This design comes from an exercise in tuning for small area, a short achievable clock period and few clock cycles per item on the open sky130 flow, not from production work.
At most, simulation tests tie the RTL to the original design; equivalence was not proved.

==> flow/design.v (excerpt) <==
module gift128(input  wire clk,
               input  wire [127:0] P,
               input  wire [127:0] K,
               input  wire ld,
               output wire [127:0] C,
               output wire done);
Size: about 2100 cells after synthesis, ~260 flip-flops, roughly 390 I/O pins, ~0.019 mm2 of cells after synthesis.
Settings: LEC_CHECK=0, CAP_MARGIN=20, CORE_MARGIN=2, CORE_UTILIZATION=55, CTS_CLUSTER_DIAMETER=120, CTS_CLUSTER_SIZE=24, SLEW_MARGIN=20, SYNTH_HIERARCHICAL=1; clock period 10.0 ns.
standard.sh (not shown) runs the stock make flow with config.mk's settings and CLKGATE_MAP_FILE= SYNTH_SCRIPT=/design/flow/synth_recipe.tcl, a recipe that flattens the netlist after the stock synthesis.
==> flow/flow/run.sh <==
#!/bin/bash
# The standard ORFS layout, with 1x port buffers instead of the default
# (clkdlybuf4s50_1) and, if flow/margin.txt exists, timing repair aimed that
# many ns below the clock period (setup margin). The make output goes to
# flow_std.log here; ORFS's per-step logs are under orfs/logs.
set -euo pipefail
ARGS=("BUFFER_PORTS_ARGS=-buffer_cell sky130_fd_sc_hd__buf_1")
if [[ -f flow/margin.txt ]]; then ARGS+=("SETUP_SLACK_MARGIN=$(cat flow/margin.txt)"); fi
bash standard.sh "${ARGS[@]}" finish > flow_std.log 2>&1
==> flow/flow/margin.txt <==
7.0
Testbench counts at the start, summed over its fixed seeds: cycles 5,384, items 384.
Edit:
==> flow/flow/margin.txt (replaced) <==
6.8
After rerunning: Die area does not change; setup slack gets worse by 0.14 ns; clock-buffer cell count is unchanged.
Edit:
CORE_UTILIZATION = 65   (was 55)
Effect: The changed run produced a clean layout. Die area fell by about a fifth. Worst setup slack gets worse by 0.031 ns. Utilization rose by 10 points. Hold slack gets worse by 0.0042 ns. Wire length fell by a few percent. Fmax fell slightly.

---

Another version of the RTL of gift128 (not shown whole).
Size: about 260 flip-flops, roughly 390 I/O pins, ~16000 um^2 of cells after synthesis.
==> flow/config.mk <==
export PLATFORM = sky130hd
export DESIGN_NAME = gift128
export DESIGN_NICKNAME = gift128
export VERILOG_FILES = /design/flow/design.v
export SDC_FILE = /design/flow/constraint.sdc
export NUM_CORES = 4
export LEC_CHECK = 0
export CAP_MARGIN = 20
export CORE_MARGIN = 2
export CORE_UTILIZATION = 40
export SLEW_MARGIN = 20
==> flow/constraint.sdc <==
create_clock -name core_clock -period 10.0 [get_ports {clk}]
set_input_delay 2.0000 -clock core_clock [delete_from_list [all_inputs] [get_ports {clk}]]
set_output_delay 2.0000 -clock core_clock [all_outputs]
set_load 0.01 [all_outputs]
==> flow/flow/margin.txt <==
6.5
Scripts as last shown in full above: flow/flow/run.sh
Change:
==> flow/flow/margin.txt (replaced) <==
6.8
--- a/flow/config.mk
+++ b/flow/config.mk
@@ -9,3 +9,5 @@
 export CORE_MARGIN = 2
 export CORE_UTILIZATION = 40
+export CTS_CLUSTER_DIAMETER = 120
+export CTS_CLUSTER_SIZE = 24
 export SLEW_MARGIN = 20
After rerunning: Register-to-register slack improves by 0.06 ns; worst setup slack is better by 0.30 ns; critical path depth does not change; wire length increases slightly; via count fell slightly; core utilization goes down by 0.70 points.
Change:
==> flow/flow/margin.txt (replaced) <==
7.1
--- a/flow/config.mk
+++ b/flow/config.mk
@@ -9,5 +9,3 @@
 export CORE_MARGIN = 2
 export CORE_UTILIZATION = 40
-export CTS_CLUSTER_DIAMETER = 120
-export CTS_CLUSTER_SIZE = 24
 export SLEW_MARGIN = 20
Effect:
- hold slack barely changes
- final area went up by 16%
- synthesized area is unchanged
- routed wire length went up by about 6%
- die area stays the same
Change:
==> flow/flow/margin.txt (replaced) <==
6.8
After rerunning:
- The changed run produced a clean layout
- synthesized cell count does not change
- sequential share of layout area came out higher by 1.9 points
- global-route usage is lower by 1.4 points
- clock-buffer cell count went down by 7
- routed wire length falls by 4.3%
- core utilization shrinks by 4.8 points
- worst setup slack got worse by 0.059 ns
- via count came out lower by 4.6%
Function was not checked in any run of this note: the RTL went through the layout flow alone.

---

gift128, a different RTL version from the one above (not shown whole).
For scale: roughly 390 I/O pins, roughly 21000 um^2 of cells after synthesis.
export LEC_CHECK = 0
export CAP_MARGIN = 20
export CORE_MARGIN = 2
export CORE_UTILIZATION = 40
export SLEW_MARGIN = 20
create_clock -name core_clock -period 10.0 [get_ports {clk}]
==> flow/flow/margin.txt <==
6.7
Scripts as last shown in full above: flow/flow/run.sh
==> next run, changes <==
removed: flow/flow/margin.txt
Effect: Hold slack hardly moves; non-clock buffer count is lower by 33; critical path depth is higher by 3.
No run of this note included a check of the RTL's function; only the layout flow was run.

---

gift128 again, from the RTL that the note above started with.
Settings: LEC_CHECK=0, CAP_MARGIN=20, CORE_MARGIN=2, CORE_UTILIZATION=40, SLEW_MARGIN=20; clock period 10.0 ns.
==> flow/flow/margin.txt <==
6.4
Scripts as last shown in full above: flow/flow/run.sh
The first run completed with no timing, DRC or antenna violations.
Then changed:
Settings changed: CTS_CLUSTER_DIAMETER set to 120, CTS_CLUSTER_SIZE set to 24.
Worst setup slack is worse by 0.066 ns; clock skew went up by 0.033 ns; synthesized cell count stays the same; cell area went down by a few percent; routed wire length went down slightly; synthesized area does not change; count of clock-buffer cells in the layout went down by 31.
No functional check of the RTL was part of any run of this note.

---

gift128, a different RTL version from the one above (not shown whole).
For scale: about 2300 cells after synthesis, ~260 flip-flops, ~20000 µm² of cells after synthesis.
Settings: LEC_CHECK=0, CAP_MARGIN=20, CORE_MARGIN=2, CORE_UTILIZATION=40, CTS_CLUSTER_DIAMETER=120, CTS_CLUSTER_SIZE=24, SLEW_MARGIN=20, SYNTH_HIERARCHICAL=1; clock period 10.0 ns.
Scripts as last shown in full above: flow/flow/run.sh, flow/flow/margin.txt
The starting point went through all stages and came out clean.
==> next run, changes <==
==> flow/flow/margin.txt (replaced) <==
6.8
CORE_UTILIZATION = 55   (was 40)
Maximum frequency increases by roughly a tenth.
Design area increases by a few percent.
Wire length decreases by a few percent.
Setup slack gains 0.37 ns.
Die area decreases by a quarter to a third.
Final cell count decreases by a few percent.
Hold slack loses 0.019 ns.
Count of clock-buffer cells in the layout is unchanged.
==> next run, changes <==
==> flow/flow/margin.txt (replaced) <==
6.6
After rerunning: The changed run finished clean; area after synthesis does not change; register-to-register slack is worse by 0.24 ns; via count is lower by 0.82%; final cell count is lower by 0.66%; setup slack is worse by 0.16 ns; non-clock buffer count drops by 16; flip-flop and latch count is unchanged; clock-buffer cell count climbs by 1.
No run of this note included a check of the RTL's function; only the layout flow was run.

-- afterwards: timing with drivers on the ports --
In the flow no input, the clock included, has a driving cell. The finished layouts below were timed again as built, in two steps. Step 1: set_driving_cell puts a clkbuf_16 on clk and a buf_2 on each other input, an assumption about the parent block. Step 2 also shifts input and output timing later by t, the mid clock arrival at the registers, as if the neighbouring blocks saw the same clock. a / b / c = ideal ports / drivers / drivers and shift; a / b = the first two.
run | t, ns | setup WS [ns] | hold slack, ns | worst slew at a driven data input, ns
the first run of note 1 | 0.567 | 6.945 / 6.801 / 6.235 | 0.517 / 0.517 / 0.517 | 0.19
the second run of note 1 | 0.564 | 6.806 / 6.698 / 6.135 | 0.516 / 0.516 / 0.516 | 0.16
the third run of note 1 | 0.561 | 6.775 / 6.670 / 6.108 | 0.512 / 0.512 / 0.512 | 0.15
the first run of note 2 | 0.620 | 6.531 / 6.479 / 6.150 | 0.501 / 0.501 / 0.501 | 0.10
the second run of note 2 | 0.566 | 6.835 / 6.779 / 6.335 | 0.511 / 0.511 / 0.511 | 0.08
the third run of note 2 | 0.629 | 6.884 / 6.832 / 6.517 | 0.511 / 0.511 / 0.511 | 0.10
the fourth run of note 2 | 0.627 | 6.826 / 6.774 / 6.241 | 0.507 / 0.507 / 0.507 | 0.07
the first run of note 3 | 0.616 | 6.555 / 6.423 / 5.807 | 0.507 / 0.507 / 0.507 | 0.24
the second run of note 3 | 0.597 | 5.214 / 5.247 / 4.650 | 0.506 / 0.506 / 0.506 | 0.06
the first run of note 4 | 0.621 | 6.434 / 6.326 / 5.705 | 0.511 / 0.511 / 0.511 | 0.16
the second run of note 4 | 0.614 | 6.367 / 6.289 / 5.675 | 0.512 / 0.512 / 0.512 | 0.17
the first run of note 5 | 0.581 | 6.443 / 6.447 / 5.866 | 0.511 / 0.511 / 0.511 | 0.05
the second run of note 5 | 0.573 | 6.809 / 6.756 / 6.201 | 0.492 / 0.492 / 0.492 | 0.14
the third run of note 5 | 0.569 | 6.649 / 6.589 / 6.020 | 0.518 / 0.518 / 0.518 | 0.11
After both steps setup and hold are still met in every run listed. For the first run of note 3, which loses most, drivers alone change the setup slack by -0.132 ns; drivers and shift together by -0.748 ns.
